Context: an optimization exercise on an open-source flow, tuned for small area. The choices shown serve that exercise and are no tape-out recipe. Function was checked by simulation only, so behaviour that the tests miss may differ from the original.

## flow/design.v (module list and top-level ports; edited modules follow where they fit)
// module hold_detect: 56 lines
// module sincos: 1077 lines
// module clark_tr: 7 lines
// module clark_sum: 170 lines
// module park_tr: 44 lines
// module park_beta: 181 lines
// module park_mul: 2012 lines
// module park_filt: 259 lines
// module pi_controller: 25 lines
// module pi_adders: 170 lines
// module pi_value: 314 lines
// module cartesian2polar: 645 lines
// module svpwm: 1129 lines
// module foc_top: 161 lines
module foc_top #(
    parameter              INIT_CYCLES  = 4000,      
    parameter logic        ANGLE_INV    = 1'b0,
    parameter logic [ 7:0] POLE_PAIR    = 8'd14,
    parameter logic [ 8:0] MAX_AMP      = 9'd384,
    parameter logic [ 8:0] SAMPLE_DELAY = 9'd120,
    parameter logic [23:0] Kp           = 24'd5169,
    parameter logic [23:0] Ki           = 24'd3
) (
    input  wire               rstn,
    input  wire               clk,
    input  wire        [11:0] phi,
    output wire               sn_adc,
    input  wire               en_adc,
    input  wire        [11:0] adc_a, adc_b, adc_c,
    output wire               pwm_en,
    output wire               pwm_a,
    output wire               pwm_b,
    output wire               pwm_c,
    output wire               en_idq,
    output wire signed [15:0] id,
    output wire signed [15:0] iq,
    input  wire signed [15:0] id_aim,
    input  wire signed [15:0] iq_aim,
    output reg                init_done
);
  // ...
==> flow/flow/run.sh <==
#!/bin/bash
# Layout: the standard ORFS flow (standard.sh), plus one netlist pass between synthesis
# and floorplan: flow/polarity.py lets full adders work on complemented values where that
# saves inverters (a full adder is self-dual), and drops the synthesis buffers (the
# placement repair adds the buffers the layout needs). Registers are not touched.
set -euo pipefail
R=orfs/results/${FLOW_PLATFORM}/foc_top/base
bash standard.sh synth > synth.log 2>&1
cp "$R/1_2_yosys.v" 1_2_yosys.standard.v
python3 flow/polarity.py 1_2_yosys.standard.v "$R/1_2_yosys.v" --buffers > polarity.log 2>&1
touch "$R/1_2_yosys.v"
bash standard.sh > layout.log 2>&1
==> flow/flow/polarity.py <==
#!/usr/bin/env python3
"""Remove inverters around full adders in a Yosys-mapped sky130 netlist.

A full adder is self-dual: FA(~a, ~b, ~c) = (~sum, ~cout). Synthesis leaves many
inverters between full adders; this chooses, for each full adder, whether it works on
the true or the complemented values so that as few inverters as possible are needed,
then rewrites the netlist. Registers and all other cells are left as they are.
Usage: polarity.py IN.v OUT.v [--buffers]   (--buffers: also drop synthesis buffers;
the placer's repair adds the buffers the layout needs)"""
import re, sys
from collections import defaultdict

src = open(sys.argv[1]).read()
src = re.sub(r'\(\*.*?\*\)', '', src, flags=re.S)     # drop attributes
m = re.search(r'^module\s+(\S+)\s*\((.*?)\);', src, re.S | re.M)
body_start = m.end()
end = src.rindex('endmodule')
head, body, tail = src[:body_start], src[body_start:end], src[end:]

# split body into statements ending with ';'
stmts = []
cur = ''
for line in body.splitlines(keepends=True):
    cur += line
    if line.rstrip().endswith(';'):
        stmts.append(cur); cur = ''
if cur.strip():
    stmts.append(cur)

cell_re = re.compile(r'^\s*(\S+)\s+(\S+)\s*\((.*)\)\s*;\s*$', re.S)
pin_re = re.compile(r'\.(\w+)\s*\(\s*(.*?)\s*\)\s*(?:,|$)', re.S)
OUTPINS = {'X', 'Y', 'Q', 'Q_N', 'SUM', 'COUT', 'HI', 'LO'}

cells = []      # (idx, type, name, [(pin, net)])
protected = set()
for i, s in enumerate(stmts):
    t = s.strip()
    if t.startswith(('wire', 'input', 'output', 'inout', 'reg')):
        continue
    if t.startswith('assign'):
        for tok in re.findall(r'(\\\S+\s|[A-Za-z_][\w$]*(?:\s*\[\d+(?::\d+)?\])?)', t[6:]):
            protected.add(tok.strip())
        continue
    mm = cell_re.match(s)
    if not mm:
        continue
    typ, name, pins = mm.group(1), mm.group(2), mm.group(3)
    if not typ.startswith('sky130_'):
        continue
    pl = [(p, n.strip()) for p, n in pin_re.findall(pins)]
    cells.append((i, typ, name, pl))

# ports are protected
for kind in ('input', 'output', 'inout'):
    for s in stmts:
        t = s.strip()
        if t.startswith(kind):
            nm = t.rstrip(';').split()[-1]
            protected.add(nm)
# also bit-selects of port vectors
portnames = set(p.split('[')[0].strip() for p in protected)

def is_prot(n):
    return n in protected or n.split('[')[0].strip() in portnames or "'" in n

isinv = lambda t: re.match(r'sky130_fd_sc_hd__inv_\d+$', t) is not None
isfa = lambda t: re.match(r'sky130_fd_sc_hd__fa_\d+$', t) is not None

isbuf = lambda t: re.match(r'sky130_fd_sc_hd__(buf|clkbuf)_\d+$', t) is not None
BUFS = '--buffers' in sys.argv

comp = {}       # collapsed inverter/buffer output net -> (input net, inversion)
dead = set()    # statement indexes of collapsed cells
nbuf = 0
for (i, typ, name, pl) in cells:
    d = dict(pl)
    if isinv(typ) and 'A' in d and 'Y' in d and not is_prot(d['Y']):
        comp[d['Y']] = (d['A'], 1)
        dead.add(i)
    elif BUFS and isbuf(typ) and 'A' in d and 'X' in d and not is_prot(d['X']):
        comp[d['X']] = (d['A'], 0)
        dead.add(i); nbuf += 1

def base(n):
    p = 0
    seen = 0
    while n in comp:
        n, q = comp[n]; p ^= q; seen += 1
        if seen > 1000:
            raise SystemExit('inverter loop')
    return n, p

driver = {}     # base net -> (cell idx, pin)
for (i, typ, name, pl) in cells:
    if i in dead:
        continue
    for p, n in pl:
        if p in OUTPINS:
            driver[n] = (i, typ)

fa_ids = [i for (i, typ, name, pl) in cells if isfa(typ) and i not in dead]
flip = {i: 0 for i in fa_ids}
# an FA is flippable only if its outputs are not protected nets
for (i, typ, name, pl) in cells:
    if i in flip:
        for p, n in pl:
            if p in OUTPINS and is_prot(n):
                del flip[i]; break

loads = defaultdict(list)        # base -> list of (cell idx, pin, pol)
cnt = defaultdict(lambda: [0, 0])
fa_in = defaultdict(list)        # fa idx -> list of (base, pol)
fa_out = defaultdict(list)       # fa idx -> bases driven
for (i, typ, name, pl) in cells:
    if i in dead:
        continue
    for p, n in pl:
        if p in OUTPINS:
            if i in flip:
                fa_out[i].append(n)
            continue
        b, q = base(n)
        loads[b].append((i, p, q))
        cnt[b][q] += 1
        if i in flip:
            fa_in[i].append((b, q))
# loads of protected nets that are complements (e.g. a port driven through a kept inverter) are normal cells

def prov(b):
    d = driver.get(b)
    return flip.get(d[0], 0) if d else 0

def cost(b):
    return 1 if cnt[b][1 - prov(b)] > 0 else 0

before = sum(cost(b) for b in list(cnt.keys()))
changed = True
passes = 0
while changed and passes < 50:
    changed = False
    passes += 1
    for f in list(flip.keys()):
        aff = set(b for b, q in fa_in[f]) | set(fa_out[f])
        c0 = sum(cost(b) for b in aff)
        old = flip[f]
        for b, q in fa_in[f]:
            cnt[b][q ^ old] -= 1; cnt[b][q ^ old ^ 1] += 1
        flip[f] ^= 1
        c1 = sum(cost(b) for b in aff)
        if c1 < c0:
            changed = True
        else:
            for b, q in fa_in[f]:
                cnt[b][q ^ old ^ 1] -= 1; cnt[b][q ^ old] += 1
            flip[f] = old
after = sum(cost(b) for b in list(cnt.keys()))

# rewrite
def esc(n):
    return n + " " if n.startswith("\\") else n
newwires = []
newcells = []
compnet = {}
k = [0]
def phys(b, r):
    p = prov(b)
    if r == p:
        return b
    if "'" in b:   # constant
        return {"1'h0": "1'h1", "1'h1": "1'h0", "1'b0": "1'b1", "1'b1": "1'b0"}[b]
    if b not in compnet:
        nm = f"_pol{k[0]}_"; k[0] += 1
        compnet[b] = nm
        newwires.append(f"  wire {nm};\n")
        newcells.append(f"  sky130_fd_sc_hd__inv_1 _polinv{k[0]}_ (\n    .A({esc(b)}),\n    .Y({nm})\n  );\n")
    return compnet[b]

out = []
for i, s in enumerate(stmts):
    if i in dead:
        continue
    out.append(s)
idx_of = {}
for (i, typ, name, pl) in cells:
    if i in dead:
        continue
    f = flip.get(i, 0)
    newpl = []
    for p, n in pl:
        if p in OUTPINS:
            newpl.append((p, n))
        else:
            b, q = base(n)
            newpl.append((p, phys(b, q ^ f)))
    if newpl != pl:
        s = stmts[i]
        lead = s[:len(s) - len(s.lstrip())]
        txt = lead + f"{typ} {name} (\n" + ",\n".join(f"    .{p}({esc(n)})" for p, n in newpl) + "\n  );\n"
        idx_of[i] = txt
out = []
for i, s in enumerate(stmts):
    if i in dead:
        continue
    out.append(idx_of.get(i, s))
res = head + "".join(newwires) + "".join(out) + "".join(newcells) + tail
open(sys.argv[2], 'w').write(res)
ninv_before = sum(1 for (i, t, n, pl) in cells if isinv(t))
print(f"full adders {len(fa_ids)}, flippable {len(flip)}, flipped {sum(flip.values())}, passes {passes}")
print(f"inverters before {ninv_before}, buffers removed {nbuf}, collapsed {len(dead)}, added {len(newcells)}, after {ninv_before - len(dead) + nbuf + len(newcells)}")
==> flow/standard.sh <==
#!/bin/bash
# synth_recipe.tcl (not shown) runs the flow's synth.tcl, then flattens the netlist and writes it again
# the make line also repeats each setting of config.mk as NAME=value (left out here)
make -C /OpenROAD-flow-scripts/flow DESIGN_CONFIG=/design/flow/config.mk WORK_HOME=/design/flow/orfs CLKGATE_MAP_FILE= SYNTH_SCRIPT=/design/flow/synth_recipe.tcl "${@:-finish}"
==> flow/config.mk <==
export PLATFORM = sky130hd
export DESIGN_NAME = foc_top
export DESIGN_NICKNAME = foc_top
export VERILOG_FILES = /design/flow/design.v
export SDC_FILE = /design/flow/constraint.sdc
export NUM_CORES = 4
export LEC_CHECK = 0
export ABC_AREA = 1
export CAP_MARGIN = 20
export CELL_PAD_IN_SITES_DETAIL_PLACEMENT = 1
export CELL_PAD_IN_SITES_GLOBAL_PLACEMENT = 1
export CORE_MARGIN = 2
export CORE_UTILIZATION = 25
export PLACE_DENSITY = 0.4
export SLEW_MARGIN = 20
export SYNTH_MEMORY_MAX_BITS = 131072
==> flow/constraint.sdc <==
create_clock -name core_clock -period 16.0 [get_ports {clk}]
set_input_delay 3.2000 -clock core_clock [delete_from_list [all_inputs] [get_ports {clk}]]
set_output_delay 3.2000 -clock core_clock [all_outputs]
set_load 0.01 [all_outputs]
==> metrics.csv, run 1 <==
metric;value;unit
outcome;no timing/DRC/antenna violations;
fin_area;0.0880;mm²
finalHoldViolCount;0;
worst_slack;0.673;ns
pre_cts_ws;0.282;ns
syn_nets;10526;
use_met2;37.2;%
ctsHoldBuffers;0;
drive_gt1_share;5.27;%
postSynthCellCount;8641;
track_usage;22.5;%
die-width;559;µm
fmax;65.2;MHz
crit_path_start_kind;flop;
dieHeight;559;µm
wl_met3;14900;µm
inverters;1486;
antenna_cells;1;
clockBufferDepth;4;
start_util;25.1;%
busiest_layer;met2;
first_global_vias;74919;
crit_cells;46;
fin_crit;15.33;ns
r2r-end;park_tr_i.pd[15]$_DFF_P_;
finalCritPeriodShare;95.8;%
signal_buffers;348;
n_sequential_cell;615;
cts_made_buffers;92;
layout.cells.non_filler;13244;
max_stage_delay;0.57;ns
vias;67358;
==> inputs of run 2 (changes only) <==
--- a/flow/config.mk
+++ b/flow/config.mk
@@ -11,6 +11,7 @@
 export CELL_PAD_IN_SITES_GLOBAL_PLACEMENT = 1
 export CORE_MARGIN = 2
 export CORE_UTILIZATION = 25
+export CTS_BUF_LIST = sky130_fd_sc_hd__clkbuf_8
 export PLACE_DENSITY = 0.4
 export SLEW_MARGIN = 20
 export SYNTH_MEMORY_MAX_BITS = 131072
==> metrics.csv, run 2 <==
metric;value;unit;change
outcome;no timing/DRC/antenna violations;;
rr_startpoint;park_tr_i.s3b[0]$_DFF_P_;;
vias_per_cell;5.08;;
fin_crit;15.28;ns;-0.0501 ns
rsz0062_at_grt;false;;
fmax;65.5;MHz;+0.33%
largestRegisters;pi_id_i.idelta x32, pi_iq_i.idelta x32, cartesian2polar_i.smtb x28;;
port_buffers;120;;
die-width;559;µm;unchanged
seqCellArea;0.0157;mm²;
drv_slew;0;;
grt_overflow;0;;
cp_data_arrival_time;16.16;ns;
track_usage;22.6;%;+0.061 points
routed_wl;351000;µm;
clk_pin_slew_worst_paths;0.06;ns;
grt_pass1_wl;525000;µm;
synth_area_per_cell;8.91;µm²;
cp_max_fo;3;;
coreArea;0.306;mm²;
cp_common_cell;fa_1;;
fin_util;28.7;%;
first_pass_iters;5;;
multi_input_area;0.0557;mm²;
r2r-end;park_tr_i.pd[15]$_DFF_P_;;
ant_nets;0;;
first_global_vias;75518;;+0.80%
finalHoldViolCount;0;;unchanged
cp-end-kind;flop;;
cts_tree;built;;
antenna_found_initial;10;;
syn_nets;10526;;unchanged
finalCritPeriodShare;95.5;%;-0.31 points
clockBufferDepth;4;;unchanged
cts.sinks;615;;
synth.yosys.warnings;7;;
setup-violations-final;0;;
reg2reg_depth;46;;
tightestPinTransition;1.19;ns;
num_rows;203;;
max_slew_margin;20.1;%;
skew;0.0936;ns;
cap_violations;0;;
drive_gt1_share;5.93;%;+0.65 points
ctsHoldBuffers;0;;unchanged
syn_area;0.0770;mm²;
postSynthCellCount;8641;;unchanged
fin_nets;11005;;
dieHeight;559;µm;unchanged
cts_made_buffers;141;;+53%
place_congestion;0.890;;
grt_max_degree;116;;
clock_latency;0.96;ns;
fill_cells;35721;;
drt-initial-drc-count;4431;;
mostFrequentLayoutCells;1636 x nand2_1, 1485 x inv_1, 1168 x fa_1;;
ios;122;;
start_util;25.1;%;unchanged
setup_tns;0;ns;
max_stage_delay;0.57;ns;about the same
h-tree-depth;4;;
drc_errors;0;;
reg2reg_slack;0.72;ns;
critPathRequiredTime;16.88;ns;
holdWs;0.289;ns;
critPathSlowestCell;fa_1;;
dp_hpwl;269000;µm;
hp-class;reg2async;;
worstSetupPathType;reg2reg;;
routedWlPerCell;26.3;µm;
die-area;0.312;mm²;
cts_root_buffer;clkbuf_8;;
vias;67713;;+0.53%
area_growth;14.2;%;
layout_commonest_cell;nand2_1;;
crit_path_start_kind;flop;;
run 2: worst max-delay path by stage:
| stage | cells after the start | start | to |
|---|---|---|---|
| 2_1_floorplan | 46 | park_tr_i.s3b[0]$_DFF_P_ | park_tr_i.pd[15]$_DFF_P_ |
| 3_3_place_gp | 46 | park_tr_i.s3b[1]$_DFF_P_ | park_tr_i.pd[15]$_DFF_P_ |
| 3_5_place_dp | 46 | park_tr_i.s3b[1]$_DFF_P_ | park_tr_i.pd[15]$_DFF_P_ |
| 4_1_cts | 46 | park_tr_i.s3b[1]$_DFF_P_ | park_tr_i.pd[15]$_DFF_P_ |
| 5_1_grt | 46 | park_tr_i.s3b[0]$_DFF_P_ | park_tr_i.pd[15]$_DFF_P_ |
| 6_report | 46 | park_tr_i.s3b[0]$_DFF_P_ | park_tr_i.pd[15]$_DFF_P_ |
run 2: routing by layer:
layer | up-vias | routed length [µm] | global-route usage, %
li1 | 30072 | - | -
met4 | 0 | 13300 | 7.82
met3 | 672 | 16200 | 2.54
met5 | - | 0 | 0
met2 | 1988 | 163000 | 37.1
met1 | 34981 | 159000 | 30.7
run 2: timing repair:
item	in CTS	in global routing
resized for setup	0	10
setup buffers	0	0
setup endpoints to repair	0	2
run 2: critical path: cells and delay by family (launching register included):
family | cells | cell delay [ns]
compound gates | 2 | 0.30
xor+xnor | 3 | 0.50
flops | 1 | 0.37
fa+ha+maj | 35 | 13.58
buf+inv | 6 | 0.45
run 2: area by class of cell:
| class | count | area share, % |
|---|---|---|
| diodes | 3 | 0.00854 |
| clock buffers | 167 | 2.61 |
| clock inverters | 87 | 0.612 |
| inverters | 1486 | 6.34 |
| multi-input cells | 6528 | 63.4 |
| flip-flops and latches | 615 | 17.9 |
| well taps | 4100 | 5.84 |
| repair buffers | 348 | 3.34 |
run 2: metrics by stage:
stage               worst slack, ns  instances  instance area [µm²]
global placement              0.265      13077                85000
floorplan                     0.705       8641                77000
finish                        0.723      13334                87900
CTS                           0.195      13331                87900
detailed placement            0.282      13077                85000
global route                 0.0408      13333                87900
==> inputs of run 3 (changes only) <==
--- a/flow/config.mk
+++ b/flow/config.mk
@@ -12,6 +12,7 @@
 export CORE_MARGIN = 2
 export CORE_UTILIZATION = 25
 export CTS_BUF_LIST = sky130_fd_sc_hd__clkbuf_8
+export GPL_TIMING_DRIVEN = 0
 export PLACE_DENSITY = 0.4
 export SLEW_MARGIN = 20
 export SYNTH_MEMORY_MAX_BITS = 131072
==> metrics.csv, run 3 <==
metric;value;unit;change
crit_path_start_kind;flop;;
dieHeight;559;µm;unchanged
cap_violations;0;;unchanged
drive_gt1_share;5.73;%;-0.20 points
antenna_found_initial;8;;-2
crit_cells;40;;-13%
cts.sinks;615;;unchanged
setup-violations-final;0;;unchanged
rr_startpoint;park_tr_i.s3a[5]$_DFF_P_;;
track_usage;22.5;%;-0.13 points
drv_slew;0;;unchanged
synth_area_per_cell;8.91;µm²;unchanged
finalHoldViolCount;0;;unchanged
synth.yosys.warnings;7;;unchanged
clk_pin_slew_worst_paths;0.06;ns;about the same
postSynthCellCount;8641;;unchanged
fin_area;0.0884;mm²;+0.58%
reg2reg_slack;0.52;ns;-0.20 ns
first_global_vias;74807;;-0.94%
startpoint;park_tr_i.s3a[5]$_DFF_P_;;
cts_made_buffers;142;;+0.71%
coreArea;0.306;mm²;unchanged
fin_nets;10889;;-1.1%
grt_pass1_wl;521000;µm;-0.66%
max_stage_delay;0.88;ns;+0.31 ns
largestRegisters;pi_id_i.idelta x32, pi_iq_i.idelta x32, cartesian2polar_i.smtb x28;;
port_buffers;120;;unchanged
num_rows;203;;unchanged
skew;0.0863;ns;-0.00727 ns
tightestPinTransition;1.25;ns;+0.0528 ns
drc_errors;0;;unchanged
critPathRequiredTime;16.87;ns;about the same
cp_max_fo;18;;+15
area_growth;14.9;%;
layout_commonest_cell;nand2_1;;
critPathSlowestCell;dfxtp_2;;
max_slew_margin;16.8;%;-3.3 points
ctsHoldBuffers;0;;unchanged
setup_tns;0;ns;unchanged
cp-end-kind;flop;;
cp_common_cell;fa_1;;
h-tree-depth;4;;unchanged
postPlaceCellArea;0.0850;mm²;about the same
fmax;64.6;MHz;-1.3%
path_buf_inv;5;;-1
clockBufferDepth;4;;unchanged
fin_util;28.9;%;+0.17 points
ios;122;;unchanged
rsz0062_at_grt;false;;
cts_root_buffer;clkbuf_8;;
clock_latency;0.97;ns;about the same
r2r-end;park_tr_i.pd[15]$_DFF_P_;;
crit_family;adder cells;;
vias_per_cell;5.07;;-0.24%
reg2reg_depth;40;;-13%
critical_path.endpoint;park_tr_i.pd[15]$_DFF_P_;;
syn_area;0.0770;mm²;unchanged
routed_wl;349000;µm;-0.57%
ant_nets;0;;unchanged
hp-class;reg2async;;
cp_data_arrival_time;16.34;ns;+0.18 ns
mostFrequentLayoutCells;1620 x nand2_1, 1473 x inv_1, 1161 x fa_1;;
cts_tree;built;;
grt_max_degree;73;;-37%
vias;66985;;-1.1%
die-area;0.312;mm²;unchanged
grt_overflow;0;;unchanged
finalCritPeriodShare;96.7;%;+1.2 points
syn_nets;10526;;unchanged
routedWlPerCell;26.4;µm;+0.27%
dp_hpwl;265000;µm;-1.3%
place_congestion;0.878;;-1.3%
fin_crit;15.48;ns;+0.199 ns
drt-initial-drc-count;4201;;-5.2%
first_pass_iters;5;;unchanged
die-width;559;µm;unchanged
start_util;25.1;%;unchanged
worstSetupPathType;reg2reg;;
outcome;no timing/DRC/antenna violations;;
## run 3: final cells by class
| cell class | instances | area [µm²] |
|---|---|---|
| Multi-Input combinational cell | 6528 | 55900 |
| Clock buffer | 167 | 2300 |
| Timing Repair Buffer | 219 | 2860 |
| Clock inverter | 88 | 659 |
| Antenna cell | 8 | 20.0 |
| Buffer | 12 | 90.1 |
| Sequential cell | 615 | 15800 |
| Fill cell | 35487 | 218000 |
| Inverter | 1486 | 5630 |
| Tap cell | 4100 | 5130 |
## run 3: worst min path at each step
stage,end,cells past startpoint,start
2_1_floorplan,park_tr_i.s1[10]$_DFF_P_,0,park_tr_i.s0[10]$_DFF_P_
3_3_place_gp,park_tr_i.s2[9]$_DFF_P_,0,park_tr_i.s1[9]$_DFF_P_
3_5_place_dp,sincos_i.th[1]$_DFFE_PN0P_,0,init_done$_DFF_PN0_
4_1_cts,sincos_i.th[1]$_DFFE_PN0P_,0,init_done$_DFF_PN0_
5_1_grt,sincos_i.th[1]$_DFFE_PN0P_,0,init_done$_DFF_PN0_
6_report,sincos_i.th[1]$_DFFE_PN0P_,0,init_done$_DFF_PN0_
## run 3: through the flow
stage / instances / hold slack, ns / setup slack, ns
2_1_floorplan: 8641 / 0.310 / 0.705
3_3_place_gp: 12861 / 0.310 / -3.83
3_5_place_dp: 12926 / 0.171 / -1.58
4_1_cts: 13202 / 0.172 / 0.00447
5_1_grt: 13220 / 0.179 / 0.0290
6_report: 13223 / 0.171 / 0.524
## run 3: routing by layer
layer | track usage, % | part of all wire (%) | up-vias
met5 | 0 | 0.021 | -
met4 | 7.25 | 3.6 | 10
met3 | 2.63 | 3.9 | 638
met2 | 37.5 | 47 | 1680
met1 | 30.2 | 45 | 34759
li1 | - | - | 29898
## run 3: timing repair
| item | 4_1_cts | 5_1_grt |
|---|---|---|
| cloned | 0 | 0 |
| gates resized for setup | 22 | 19 |
| pin swaps | 3 | 6 |
| endpoints found under the setup margin | 9 | 4 |
| buffers inserted | 21 | 11 |
==> inputs of run 4 (changes only) <==
==> flow/flow/run.sh (replaced) <==
#!/bin/bash
# Layout: the standard ORFS flow (standard.sh), plus two netlist passes between synthesis
# and floorplan. flow/polarity.py lets full adders work on complemented values where that
# saves inverters (a full adder is self-dual) and drops the synthesis buffers (placement
# repair adds the buffers the layout needs); flow/resyn.sh then re-maps the remaining
# combinational cells with ABC for area. Registers, full and half adders are not touched.
set -euo pipefail
R=orfs/results/${FLOW_PLATFORM}/foc_top/base
LIB=${FLOW_HOME}/platforms/sky130hd/lib/sky130_fd_sc_hd__tt_025C_1v80.lib
bash standard.sh synth > synth.log 2>&1
cp "$R/1_2_yosys.v" 1_2_yosys.standard.v
python3 flow/polarity.py 1_2_yosys.standard.v 1_2_yosys.polarity.v --buffers > polarity.log 2>&1
bash flow/resyn.sh 1_2_yosys.polarity.v "$R/1_2_yosys.v" "$LIB" > resyn.log 2>&1
touch "$R/1_2_yosys.v"
bash standard.sh > layout.log 2>&1
==> flow/flow/resyn.sh (new file) <==
#!/bin/bash
# resyn.sh IN.v OUT.v LIB: re-map the combinational cells of a mapped netlist with ABC
# (area mapping), keeping every register, full adder, half adder and tie cell as it is.
set -euo pipefail
IN=$1; OUT=$2; LIB=$3
KEEP=$(grep -o 'sky130_fd_sc_hd__[a-z0-9_]*' "$IN" | sort -u | grep -E '__(fa|ha)_|__(e|s)?df|__dl|__conb' | tr '\n' ' ')
DONT=""
for c in probe_p_8 probec_p_8 lpflow_bleeder_1 lpflow_clkbufkapwr_1 lpflow_clkbufkapwr_16 lpflow_clkbufkapwr_2 \
         lpflow_clkbufkapwr_4 lpflow_clkbufkapwr_8 lpflow_clkinvkapwr_1 lpflow_clkinvkapwr_16 lpflow_clkinvkapwr_2 \
         lpflow_clkinvkapwr_4 lpflow_clkinvkapwr_8 lpflow_decapkapwr_12 lpflow_decapkapwr_3 lpflow_decapkapwr_4 \
         lpflow_decapkapwr_6 lpflow_decapkapwr_8 lpflow_inputiso0n_1 lpflow_inputiso0p_1 lpflow_inputiso1n_1 \
         lpflow_inputiso1p_1 lpflow_inputisolatch_1 lpflow_isobufsrc_1 lpflow_isobufsrc_16 lpflow_isobufsrc_2 \
         lpflow_isobufsrc_4 lpflow_isobufsrc_8 lpflow_isobufsrckapwr_16 lpflow_lsbuf_lh_hl_isowell_tap_1 \
         lpflow_lsbuf_lh_hl_isowell_tap_2 lpflow_lsbuf_lh_hl_isowell_tap_4 lpflow_lsbuf_lh_isowell_4 \
         lpflow_lsbuf_lh_isowell_tap_1 lpflow_lsbuf_lh_isowell_tap_2 lpflow_lsbuf_lh_isowell_tap_4; do
    DONT="$DONT -dont_use sky130_fd_sc_hd__$c"
done
cat > resyn.ys <<EOT
read_liberty -ignore_miss_func $LIB
read_verilog $IN
hierarchy -top foc_top
blackbox $KEEP
flatten
opt_clean
abc -liberty $LIB $DONT -script +strash;dch;map,-a;topo
opt_clean
hierarchy -top foc_top
stat -liberty $LIB
write_verilog -noattr -nohex -nodec $OUT
EOT
yosys -s resyn.ys
--- a/flow/config.mk
+++ b/flow/config.mk
@@ -11,8 +11,6 @@
 export CELL_PAD_IN_SITES_GLOBAL_PLACEMENT = 1
 export CORE_MARGIN = 2
 export CORE_UTILIZATION = 25
-export CTS_BUF_LIST = sky130_fd_sc_hd__clkbuf_8
-export GPL_TIMING_DRIVEN = 0
 export PLACE_DENSITY = 0.4
 export SLEW_MARGIN = 20
 export SYNTH_MEMORY_MAX_BITS = 131072
==> metrics.csv, run 4 <==
metric;value;unit;change
antenna_found_initial;8;;unchanged
multi_input_area;0.0546;mm²;-2.4%
place_congestion;0.942;;+7.3%
synth.yosys.warnings;7;;unchanged
cap_violations;0;;unchanged
layout_commonest_cell;clkinv_1;;
drv_slew;0;;unchanged
finalCritPeriodShare;96.2;%;-0.51 points
cts_made_buffers;91;;-36%
use_met3;3.19;%;+0.57 points
syn_nets;10137;;-3.7%
setup-violations-final;0;;unchanged
fin_crit;15.39;ns;-0.0816 ns
first_pass_iters;5;;unchanged
port_buffers;120;;unchanged
routedWlPerCell;28.4;µm;+7.3%
crit_path_start_kind;flop;;
rr_startpoint;park_tr_i.s3b[1]$_DFF_P_;;
worstSetupPathType;reg2reg;;
clockBufferDepth;4;;unchanged
first_global_vias;73832;;-1.3%
cp-end-kind;flop;;
max_stage_delay;0.57;ns;-0.31 ns
die-area;0.307;mm²;-1.7%
reg2reg_depth;47;;+18%
drive_gt1_share;6.15;%;+0.42 points
vias;67075;;+0.13%
cp_data_arrival_time;16.14;ns;-0.20 ns
area_growth;15.2;%;
post_cts_buffers;0;;-100%
seqCellArea;0.0157;mm²;-0.36%
hp-class;reg2async;;
clk_pin_slew_worst_paths;0.07;ns;about the same
cts_root_buffer;clkbuf_16;;
grt_max_degree;63;;-14%
outcome;no timing/DRC/antenna violations;;
tightestPinTransition;1.30;ns;+0.0576 ns
place_inst;12623;;-2.3%
mostFrequentLayoutCells;1449 x clkinv_1, 1167 x fa_1, 965 x nor2_1;;
layout.cells.non_filler;12796;;-3.2%
use_met2;38.0;%;+0.54 points
num_rows;201;;-0.99%
vias_per_cell;5.24;;+3.5%
fmax;65.0;MHz;+0.53%
critPathRequiredTime;16.74;ns;-0.13 ns
dp_hpwl;279000;µm;+5.0%
track_usage;23.5;%;+1.0 points
cts.sinks;615;;unchanged
dieHeight;554;µm;-0.88%
cts_resized;1;;-95%
drt-initial-drc-count;4846;;+15%
h-tree-depth;3;;-1
coreArea;0.300;mm²;-1.9%
critPathSlowestCell;fa_1;;
busiest_layer;met2;;
die-width;554;µm;-0.88%
grt_pass1_wl;532000;µm;+2.0%
finalHoldViolCount;0;;unchanged
routed_wl;363000;µm;+3.9%
cts_tree;built;;
synth_area_per_cell;9.16;µm²;+2.9%
r2r-end;park_tr_i.pd[15]$_DFF_P_;;
cp_common_cell;fa_1;;
fill_cells;34720;;-2.2%
largestRegisters;pi_id_i.idelta x32, pi_iq_i.idelta x32, cartesian2polar_i.smtb x28;;
drc_errors;0;;unchanged
reg2reg_slack;0.61;ns;+0.08 ns
met1_usage;31.9;%;+1.7 points
max_slew_margin;12.7;%;-4.1 points
fin_nets;10643;;-2.3%
ios;122;;unchanged
start_util;25.2;%;+0.034 points
clock_latency;0.87;ns;-0.10 ns
syn_area;0.0756;mm²;-1.8%
ant_nets;0;;unchanged
cp_max_fo;5;;-13
ctsHoldBuffers;0;;unchanged
grt_overflow;0;;unchanged
postSynthCellCount;8252;;-4.5%
skew;0.110;ns;+0.0233 ns
==> run 4: stage by stage <==
step            TNS [ns]  utilization, %  setup WS (ns)  hold WS, ns  cell area, µm²
3_3_place_gp   -0.000599            28.0      -0.000599        0.310           84100
2_1_floorplan          0               -          0.425        0.310           75600
5_1_grt         -0.00842            29.0       -0.00842        0.209           87100
6_report               0            29.0          0.606        0.193           87100
4_1_cts                0            29.0         0.0188        0.211           87000
3_5_place_dp           0            28.0         0.0627        0.313           84100
==> run 4: layer usage <==
metal	vias up	wire, µm
met5	-	10
met4	2	15100
met3	722	19100
met2	2291	166000
met1	34742	163000
li1	29318	-
==> run 4: final cells by class <==
cell class                 instances  area share [%]
sequential                       615            18.1
timing repair buffer             413            3.90
multi-input combinational       6194            62.7
clock buffer                     111            2.82
antenna                           10          0.0287
tap                             3958            5.68
clock inverter                    52           0.607
inverter                        1443            6.22
==> run 4: how the worst max path moves through the flow <==
stage                                   startpoint                        to  slack [ns]  cells after the start
after floorplan           park_tr_i.s3b[2]$_DFF_P_  park_tr_i.pd[15]$_DFF_P_        0.42                     46
after detailed placement  park_tr_i.s3b[1]$_DFF_P_  park_tr_i.pd[15]$_DFF_P_        0.06                     47
final                     park_tr_i.s3b[1]$_DFF_P_  park_tr_i.pd[15]$_DFF_P_        0.61                     47
after global routing      park_tr_i.s3b[1]$_DFF_P_  park_tr_i.pd[15]$_DFF_P_      -0.008                     47
after global placement    park_tr_i.s3b[1]$_DFF_P_  park_tr_i.pd[15]$_DFF_P_     -0.0006                     47
after CTS                 park_tr_i.s3b[1]$_DFF_P_  park_tr_i.pd[15]$_DFF_P_        0.02                     47
==> run 4: worst max-delay path: cells and delay by family (launching register included) <==
family | cells | cell delay, ns
adders and majority gates | 35 | 13.55
buffers and inverters | 6 | 0.52
xor gates and xnor gates | 3 | 0.48
AOI/OAI and AO/OA | 3 | 0.39
DFF | 1 | 0.38
==> inputs of run 5 (changes only) <==
--- a/flow/flow/resyn.sh
+++ b/flow/flow/resyn.sh
@@ -22,7 +22,7 @@
 blackbox $KEEP
 flatten
 opt_clean
-abc -liberty $LIB $DONT -script +strash;dch;map,-a;topo
+abc -liberty $LIB $DONT -script +strash;dch,-f;map,-a;strash;dch,-f;map,-a;topo
 opt_clean
 hierarchy -top foc_top
 stat -liberty $LIB
==> metrics.csv, run 5 <==
metric;value;unit;change
track_usage;23.0;%;-0.46 points
port_buffers;120;;unchanged
drt-initial-drc-count;4667;;-3.7%
setup-violations-final;0;;unchanged
met1_usage;30.9;%;-1.0 points
clockBufferDepth;4;;unchanged
first_global_vias;73602;;-0.31%
use_met2;37.8;%;-0.19 points
clock_latency;0.87;ns;about the same
cp_max_fo;5;;unchanged
fin_crit;15.28;ns;-0.118 ns
cts_made_buffers;92;;+1.1%
worst_slack;0.723;ns;+0.118 ns
cp_data_arrival_time;16.01;ns;-0.13 ns
coreArea;0.300;mm²;-0.25%
layout_commonest_cell;clkinv_1;;
postSynthCellCount;8170;;-0.99%
start_util;25.1;%;-0.060 points
skew;0.0705;ns;-0.0391 ns
largestRegisters;pi_id_i.idelta x32, pi_iq_i.idelta x32, cartesian2polar_i.smtb x28;;
routed_wl;354000;µm;-2.4%
fin_nets;10544;;-0.93%
first_pass_iters;6;;+1
syn_nets;10055;;-0.81%
hp-class;reg2reg;;
fill_cells;34516;;-0.59%
finalHoldViolCount;0;;unchanged
cap_violations;0;;unchanged
crit_path_start_kind;flop;;
drc_errors;0;;unchanged
worstSetupPathType;reg2reg;;
dieHeight;553;µm;-0.24%
cts_root_buffer;clkbuf_16;;
place_congestion;0.932;;-1.0%
use_met3;2.52;%;-0.68 points
max_slew_margin;21.0;%;+8.3 points
grt_pass1_wl;523000;µm;-1.6%
synth_area_per_cell;9.21;µm²;+0.51%
vias_per_cell;5.23;;-0.17%
synth.yosys.warnings;7;;unchanged
syn_area;0.0752;mm²;-0.49%
cp_common_cell;fa_1;;
critPathSlowestCell;fa_1;;
grt_max_degree;65;;+3.2%
tightestPinTransition;1.18;ns;-0.124 ns
fmax;65.5;MHz;+0.77%
critPathRequiredTime;16.73;ns;about the same
dp_hpwl;273000;µm;-1.9%
h-tree-depth;3;;unchanged
antenna_found_initial;10;;+2
outcome;no timing/DRC/antenna violations;;
cts_tree;built;;
path_buf_inv;6;;unchanged
num_rows;201;;unchanged
cp-end-kind;flop;;
mostFrequentLayoutCells;1374 x clkinv_1, 1169 x fa_1, 928 x nor2_1;;
area_growth;15.2;%;about the same
vias;66419;;-0.98%
pre_cts_ws;0.0957;ns;+0.0330 ns
max_stage_delay;0.60;ns;+0.03 ns
grt_overflow;0;;unchanged
clk_pin_slew_worst_paths;0.06;ns;about the same
die-area;0.305;mm²;-0.48%
die-width;553;µm;-0.24%
ant_nets;0;;unchanged
cts.sinks;615;;unchanged
crit_family;adder cells;;
busiest_layer;met2;;
routedWlPerCell;27.9;µm;-1.6%
ios;122;;unchanged
drv_slew;0;;unchanged
finalCritPeriodShare;95.5;%;-0.74 points
drive_gt1_share;5.81;%;-0.34 points
ctsHoldBuffers;0;;unchanged
## run 5: layer usage
layer | up-vias | share of wire [%]
li1 | 29082 | -
met1 | 34507 | 45
met2 | 2056 | 46
met3 | 774 | 4.5
met4 | 0 | 4.4
met5 | - | 0
## run 5: worst paths after layout
check | start | end | slack, ns | depth (start not counted)
worst max register to register | park_tr_i.s3b[1]$_DFF_P_ | park_tr_i.pd[15]$_DFF_P_ | 0.72 | 47
min in group asynchronous | init_done$_DFF_PN0_ | cartesian2polar_i.o_theta[2]$_DFFE_PN0P_ | 0.35 | 0
max in group asynchronous | rstn | init_done$_DFF_PN0_ | 12.89 | 2
worst min-delay path | park_tr_i.s2[20]$_DFF_P_ | park_tr_i.s3a[7]$_DFF_P_ | 0.31 | 0
worst min register to register | park_tr_i.s2[20]$_DFF_P_ | park_tr_i.s3a[7]$_DFF_P_ | 0.31 | 0
worst max-delay path | park_tr_i.s3b[1]$_DFF_P_ | park_tr_i.pd[15]$_DFF_P_ | 0.72 | 47
## run 5: cell type report
cell class	count	area (µm²)	area share (%)
Clock inverter	42	497	0.573
Sequential cell	615	15700	18.1
Timing Repair Buffer	395	3290	3.80
Multi-Input combinational cell	6183	54500	62.8
Antenna cell	5	12.5	0.0144
Inverter	1372	5150	5.94
Clock buffer	122	2590	2.98
Tap cell	3958	4950	5.71
## run 5: worst reg2reg max path: cells and delay by family, from the launching register on
family / cells / cell delay (ns)
adder cells (fa/ha/maj): 35 / 13.43
buffers and inverters: 6 / 0.53
XOR/XNOR: 3 / 0.47
AO/OA/AOI/OAI: 3 / 0.39
flip-flops: 1 / 0.38
## run 5: per-stage QoR
stage          hold WS [ns]  setup TNS [ns]  area, µm²  utilization [%]  std cells
6_report              0.312               0      86700             28.9      12692
5_1_grt               0.306        -0.00967      86700             28.9      12689
4_1_cts               0.310               0      86600             28.9      12686
3_5_place_dp          0.313               0      83500             27.9      12522
3_3_place_gp          0.310               0      83500             27.9      12522
2_1_floorplan         0.310               0      75200                -       8170
## run 5: timing repair
action | in CTS | in global routing
pin swaps | 0 | 2
buffers inserted | 0 | 0
resized for setup | 1 | 9
setup endpoints to repair | 1 | 3
endpoints found under the hold margin | 0 | 0
==> inputs of run 6 (changes only) <==
--- a/flow/config.mk
+++ b/flow/config.mk
@@ -11,6 +11,7 @@
 export CELL_PAD_IN_SITES_GLOBAL_PLACEMENT = 1
 export CORE_MARGIN = 2
 export CORE_UTILIZATION = 25
+export CTS_BUF_LIST = sky130_fd_sc_hd__clkbuf_8
 export PLACE_DENSITY = 0.4
 export SLEW_MARGIN = 20
 export SYNTH_MEMORY_MAX_BITS = 131072
==> metrics.csv, run 6 <==
metric;value;unit;change
max_slew_margin;20.7;%;-0.36 points
drive_gt1_share;6.33;%;+0.52 points
fill_cells;34653;;+0.40%
routedWlPerCell;27.8;µm;-0.46%
crit_path_start_kind;flop;;
postSynthCellCount;8170;;unchanged
grt_overflow;0;;unchanged
cts_made_buffers;143;;+55%
critPathSlowestCell;fa_1;;
cp_data_arrival_time;16.04;ns;+0.03 ns
post_cts_buffers;0;;unchanged
clock_latency;0.97;ns;+0.10 ns
drt-initial-drc-count;4437;;-4.9%
ctsHoldBuffers;0;;unchanged
finalCritPeriodShare;95.4;%;-0.097 points
syn_nets;10055;;unchanged
multi_input_area;0.0545;mm²;about the same
grt_max_degree;65;;unchanged
cp-end-kind;flop;;
fmax;65.5;MHz;+0.10%
synth.yosys.warnings;7;;unchanged
setup_tns;0;ns;unchanged
met1_usage;30.9;%;-0.065 points
worst_slack;0.739;ns;+0.0155 ns
num_rows;201;;unchanged
use_met3;2.77;%;+0.25 points
dieHeight;553;µm;unchanged
mostFrequentLayoutCells;1383 x clkinv_1, 1168 x fa_1, 928 x nor2_1;;
cap_violations;0;;unchanged
port_buffers;120;;unchanged
cp_common_cell;fa_1;;
area_growth;14.8;%;
rsz0062_at_grt;false;;
synth_area_per_cell;9.21;µm²;unchanged
track_usage;23.1;%;+0.053 points
fin_area;0.0864;mm²;-0.33%
worstSetupPathType;reg2reg;;
syn_area;0.0752;mm²;unchanged
die-width;553;µm;unchanged
ant_nets;0;;unchanged
h-tree-depth;4;;+1
drc_errors;0;;unchanged
cp_max_fo;5;;unchanged
ios;122;;unchanged
vias_per_cell;5.23;;-0.14%
antenna_found_initial;7;;-3
coreArea;0.300;mm²;unchanged
busiest_layer;met2;;
max_stage_delay;0.60;ns;about the same
critPathRequiredTime;16.78;ns;+0.05 ns
largestRegisters;pi_id_i.idelta x32, pi_iq_i.idelta x32, cartesian2polar_i.smtb x28;;
first_global_vias;74162;;+0.76%
drv_slew;0;;unchanged
hp-class;reg2reg;;
layout_commonest_cell;clkinv_1;;
skew;0.0794;ns;+0.00889 ns
use_met2;37.8;%;about the same
dp_hpwl;273000;µm;unchanged
routed_wl;355000;µm;+0.24%
start_util;25.1;%;unchanged
outcome;no timing/DRC/antenna violations;;
first_pass_iters;6;;unchanged
tightestPinTransition;1.19;ns;+0.00543 ns
postPlaceCellArea;0.0835;mm²;unchanged
cts_root_buffer;clkbuf_8;;
clk_pin_slew_worst_paths;0.05;ns;about the same
clockBufferDepth;4;;unchanged
grt_pass1_wl;525000;µm;+0.25%
finalHoldViolCount;0;;unchanged
fin_nets;10594;;+0.47%
seqCellArea;0.0157;mm²;unchanged
crit_family;adder cells;;
place_congestion;0.932;;unchanged
die-area;0.305;mm²;unchanged
fin_crit;15.26;ns;-0.0155 ns
pre_cts_ws;0.0957;ns;unchanged
vias;66789;;+0.56%
path_buf_inv;6;;unchanged
cts_tree;built;;
setup-violations-final;0;;unchanged
cts.sinks;615;;unchanged
==> run 6: timing repair <==
action / 4_1_cts / 5_1_grt
pin swaps: 0 / 3
gates resized for setup: 1 / 12
setup endpoints to repair: 1 / 4
==> run 6: path summary, 6_finish.rpt <==
| kind | cells after the start | slack, ns | from | end |
|---|---|---|---|---|
| min in group asynchronous | 0 | 0.34 | init_done$_DFF_PN0_ | cartesian2polar_i.o_theta[5]$_DFFE_PN0P_ |
| max | 47 | 0.74 | park_tr_i.s3b[1]$_DFF_P_ | park_tr_i.pd[15]$_DFF_P_ |
| max reg2reg | 47 | 0.74 | park_tr_i.s3b[1]$_DFF_P_ | park_tr_i.pd[15]$_DFF_P_ |
| min reg2reg | 0 | 0.30 | park_tr_i.s0[10]$_DFF_P_ | park_tr_i.s1[10]$_DFF_P_ |
| max in group asynchronous | 2 | 13.01 | rstn | init_done$_DFF_PN0_ |
| min | 0 | 0.30 | park_tr_i.s0[10]$_DFF_P_ | park_tr_i.s1[10]$_DFF_P_ |
==> run 6: cell type report <==
type	count	share of cell area, %
Multi-Input combinational cell	6183	63.1
Sequential cell	615	18.2
Inverter	1372	5.96
Tap cell	3958	5.73
Timing Repair Buffer	394	3.78
Clock buffer	160	2.55
Clock inverter	93	0.704
Antenna cell	6	0.0174
==> run 6: stage by stage <==
step / utilization, % / cells / hold slack (ns)
global placement: 27.9 / 12522 / 0.310
finish: 28.8 / 12781 / 0.304
floorplan: - / 8170 / 0.310
global route: 28.8 / 12776 / 0.296
detailed placement: 27.9 / 12522 / 0.313
CTS: 28.8 / 12775 / 0.294
==> run 6: per-layer routing <==
layer,vias up,routed length [µm],share of wire (%)
met5,-,0,0
met4,0,15600,4.4
met3,818,16600,4.7
met2,2164,165000,46
met1,34616,158000,45
li1,29191,-,-
==> run 6: worst reg2reg max path: cells and delay by family, from the launching register on <==
kind                     cells  cell delay, ns
AO/OA/AOI/OAI                3            0.38
XOR/XNOR                     3            0.42
adder cells (fa/ha/maj)     35           13.43
buffers and inverters        6            0.52
flip-flops                   1            0.38
==> inputs of run 7 (changes only) <==
==> flow/run.sh (new file) <==
#!/bin/bash
# synth_recipe.tcl (not shown) runs the flow's synth.tcl, then flattens the netlist and writes it again
# the make line also repeats each setting of config.mk as NAME=value (left out here)
make -C /OpenROAD-flow-scripts/flow DESIGN_CONFIG=/design/flow/config.mk WORK_HOME=/design/flow/orfs CLKGATE_MAP_FILE= SYNTH_SCRIPT=/design/flow/synth_recipe.tcl finish
--- a/flow/config.mk
+++ b/flow/config.mk
@@ -11,7 +11,6 @@
 export CELL_PAD_IN_SITES_GLOBAL_PLACEMENT = 1
 export CORE_MARGIN = 2
 export CORE_UTILIZATION = 25
-export CTS_BUF_LIST = sky130_fd_sc_hd__clkbuf_8
 export PLACE_DENSITY = 0.4
 export SLEW_MARGIN = 20
 export SYNTH_MEMORY_MAX_BITS = 131072
removed: flow/flow/run.sh
removed: flow/flow/polarity.py
removed: flow/flow/resyn.sh
removed: flow/standard.sh
==> metrics.csv, run 7 <==
metric;value;unit;change
reg2reg_slack;0.59;ns;-0.15 ns
outcome;no timing/DRC/antenna violations;;
layout_commonest_cell;inv_1;;
ys_ff_latch;615;;
fin_nets;11726;;+11%
synth.yosys.warnings;7;;unchanged
rr_startpoint;park_tr_i.s3b[1]$_DFF_P_;;
drc_errors;0;;unchanged
synth_area_per_cell;8.28;µm²;-10%
track_usage;21.7;%;-1.4 points
vias_per_cell;4.91;;-6.0%
tightestPinTransition;1.09;ns;-0.0972 ns
h-tree-depth;3;;-1
num_rows;209;;+4.0%
coreArea;0.325;mm²;+8.3%
antenna_found_initial;4;;-3
skew;0.0716;ns;-0.00774 ns
crit_path_start_kind;flop;;
drt-initial-drc-count;4459;;+0.50%
cts_tree;built;;
critPathSlowestCell;fa_1;;
grt_overflow;0;;unchanged
synth_top_area_share;28.8;%;
cts_made_buffers;95;;-34%
whs_endpoint;park_tr_i.s2[7]$_DFF_P_;;
synth_edf_count;201;;
clockBufferDepth;4;;unchanged
vias;69965;;+4.8%
syn_area;0.0816;mm²;+8.5%
finalCritPeriodShare;96.3;%;+0.93 points
dp_hpwl;278000;µm;+1.9%
max_stage_delay;0.56;ns;-0.04 ns
worstSetupPathType;reg2reg;;
reg2reg_depth;51;;+8.5%
cap_violations;0;;unchanged
dieHeight;575;µm;+4.1%
synth.most_common_cell;inv_1;;
grt_max_degree;96;;+48%
clk_pin_slew_worst_paths;0.06;ns;about the same
drive_gt1_share;5.03;%;-1.3 points
ios;122;;unchanged
rsz0062_at_grt;false;;
postSynthCellCount;9855;;+21%
routed_wl;359000;µm;+1.2%
first_pass_iters;6;;unchanged
holdWs;0.274;ns;-0.0301 ns
hp-class;reg2reg;;
r2r-end;park_tr_i.pq[15]$_DFF_P_;;
grt_pass1_wl;538000;µm;+2.5%
first_global_vias;77386;;+4.3%
cts_root_buffer;clkbuf_16;;
hold_start;park_tr_i.s1[7]$_DFF_P_;;
cp_max_fo;5;;unchanged
mostFrequentLayoutCells;2199 x inv_1, 1635 x nand2_1, 1168 x fa_1;;
critPathRequiredTime;16.72;ns;-0.06 ns
setup_tns;0;ns;unchanged
fin_util;28.1;%;-0.72 points
setup-violations-final;0;;unchanged
cp-end-kind;flop;;
clock_latency;0.84;ns;-0.13 ns
ant_nets;0;;unchanged
largestRegisters;pi_id_i.idelta x32, pi_iq_i.idelta x32, cartesian2polar_i.smtb x28;;
max_slew_margin;27.2;%;+6.5 points
postSynth.topFlopCell;dfrtp_1;;
die-width;575;µm;+4.1%
synth-seq-area-share;19.3;%;
cp_data_arrival_time;16.13;ns;+0.09 ns
finalHoldViolCount;0;;unchanged
fin_crit;15.41;ns;+0.148 ns
place_congestion;0.896;;-3.9%
drv_slew;0;;unchanged
cp_common_cell;fa_1;;
synth_common_cells;2202 x inv_1, 1636 x nand2_1, 1176 x fa_1;;
area_growth;11.8;%;
fmax;64.9;MHz;-0.96%
syn_nets;11740;;+17%
ys_types;78;;
async_flop_share;45.2;%;
fill_cells;38159;;+10%
synthTopCellsByArea;fa_1 29%, inv_1 10%, ha_1 9.6%, dfrtp_1 8.4%, nand2_1 7.5%;;
yosysTopAreaCell;fa_1;;
hold_path_depth;0;;unchanged
start_util;25.2;%;+0.036 points
cts.sinks;615;;unchanged
die-area;0.331;mm²;+8.4%
routedWlPerCell;25.2;µm;-9.2%
port_buffers;120;;unchanged
run 7: how the worst max path moves through the flow:
stage | to | depth (start not counted) | slack, ns | from
5_1_grt | park_tr_i.pq[15]$_DFF_P_ | 51 | 0.04 | park_tr_i.s3b[1]$_DFF_P_
4_1_cts | park_tr_i.pq[15]$_DFF_P_ | 51 | 0.009 | park_tr_i.s3b[0]$_DFF_P_
2_1_floorplan | park_tr_i.pq[15]$_DFF_P_ | 48 | 0.79 | park_tr_i.s3b[2]$_DFF_P_
3_5_place_dp | park_tr_i.pq[15]$_DFF_P_ | 51 | 0.02 | park_tr_i.s3b[1]$_DFF_P_
6_report | park_tr_i.pq[15]$_DFF_P_ | 51 | 0.59 | park_tr_i.s3b[1]$_DFF_P_
3_3_place_gp | park_tr_i.pq[15]$_DFF_P_ | 51 | -0.08 | park_tr_i.s3b[1]$_DFF_P_
run 7: metal layers:
layer  vias up  share of wire, %  GRT usage, %
li1      31512                 -             -
met3       607               4.1          2.31
met2      1757                46          35.6
met5         -            0.0036             0
met4         2               3.5          6.86
met1     36087                46          29.7
run 7: logic make-up (layout without fill, tap and decap cells):
kind of cell	after synthesis	in the layout	share of synthesized area, %
AND/OR/NAND/NOR	2646	2646	13.2
other	0	3	0
AO/OA/AOI/OAI	1895	1895	14.4
multiplexers	18	18	0.245
buffers and inverters	2712	2773	12.7
XOR/XNOR	167	167	1.79
flip-flops	615	615	19.3
adder cells (fa/ha/maj)	1802	1802	38.4
run 7: cell type report:
cell class / instances / area [µm²] / share of cell area, %
diodes: 3 / 7.51 / 0.00822
clock buffers: 130 / 2660 / 2.92
clock inverters: 42 / 382 / 0.418
inverters: 2250 / 8450 / 9.26
multi-input cells: 6528 / 55700 / 61.0
flip-flops and latches: 615 / 15700 / 17.2
well taps: 4325 / 5410 / 5.93
repair buffers: 351 / 2940 / 3.22
run 7: metrics by stage:
step | area (µm²) | instances | setup WS (ns)
2_1_floorplan | 81600 | 9855 | 0.785
3_3_place_gp | 88200 | 14067 | -0.0757
3_5_place_dp | 88200 | 14067 | 0.0179
4_1_cts | 91200 | 14239 | 0.00923
5_1_grt | 91300 | 14243 | 0.0356
6_report | 91300 | 14244 | 0.590
run 7: repair_timing:
item	4_1_cts	5_1_grt
endpoints found under the setup margin	1	3
pin swaps	0	2
setup buffers	0	1
gates resized for setup	2	9
hold buffers	0	0
run 7: critical path: cells and delay by family (launching register included):
| family | cells | cell delay [ns] |
|---|---|---|
| adders and majority gates | 36 | 13.49 |
| buffers and inverters | 9 | 0.62 |
| xor gates and xnor gates | 3 | 0.42 |
| AOI/OAI and AO/OA | 3 | 0.39 |
| DFF | 1 | 0.37 |

[afterwards: timing with drivers on the ports]
Ports are ideal in the flow. The routed layouts listed here were re-timed in OpenROAD.
Step 1, drivers: a clkbuf_16 drives clk and a buf_2 each remaining input, both assumed.
Step 2 also shifts input and output timing later by t, the mid clock arrival at the registers, as if the neighbouring blocks saw the same clock.
Slacks: no drivers / after step 1 / after step 2; pairs: no drivers / after step 1.
| run | shift t [ns] | slack for setup (ns) | hold WS [ns] | worst register clock-pin slew, ns | cell pins on the clock port's net |
|---|---|---|---|---|---|
| run 1 | 0.893 | 0.673 / 0.673 / 0.673 | 0.273 / 0.273 / 0.273 | 0.07 / 0.07 | 1 |
| run 2 | 1.012 | 0.723 / 0.723 / 0.723 | 0.289 / 0.289 / 0.289 | 0.07 / 0.07 | 1 |
| run 3 | 1.020 | 0.524 / 0.524 / 0.524 | 0.171 / 0.171 / 0.171 | 0.07 / 0.07 | 1 |
| run 4 | 0.918 | 0.606 / 0.606 / 0.606 | 0.193 / 0.193 / 0.193 | 0.08 / 0.08 | 1 |
| run 5 | 0.939 | 0.723 / 0.723 / 0.723 | 0.312 / 0.312 / 0.312 | 0.07 / 0.07 | 1 |
| run 6 | 1.035 | 0.739 / 0.739 / 0.739 | 0.304 / 0.304 / 0.304 | 0.07 / 0.07 | 1 |
| run 7 | 0.911 | 0.590 / 0.590 / 0.590 | 0.274 / 0.274 / 0.274 | 0.07 / 0.07 | 1 |
After both steps setup and hold are still met in every run listed.
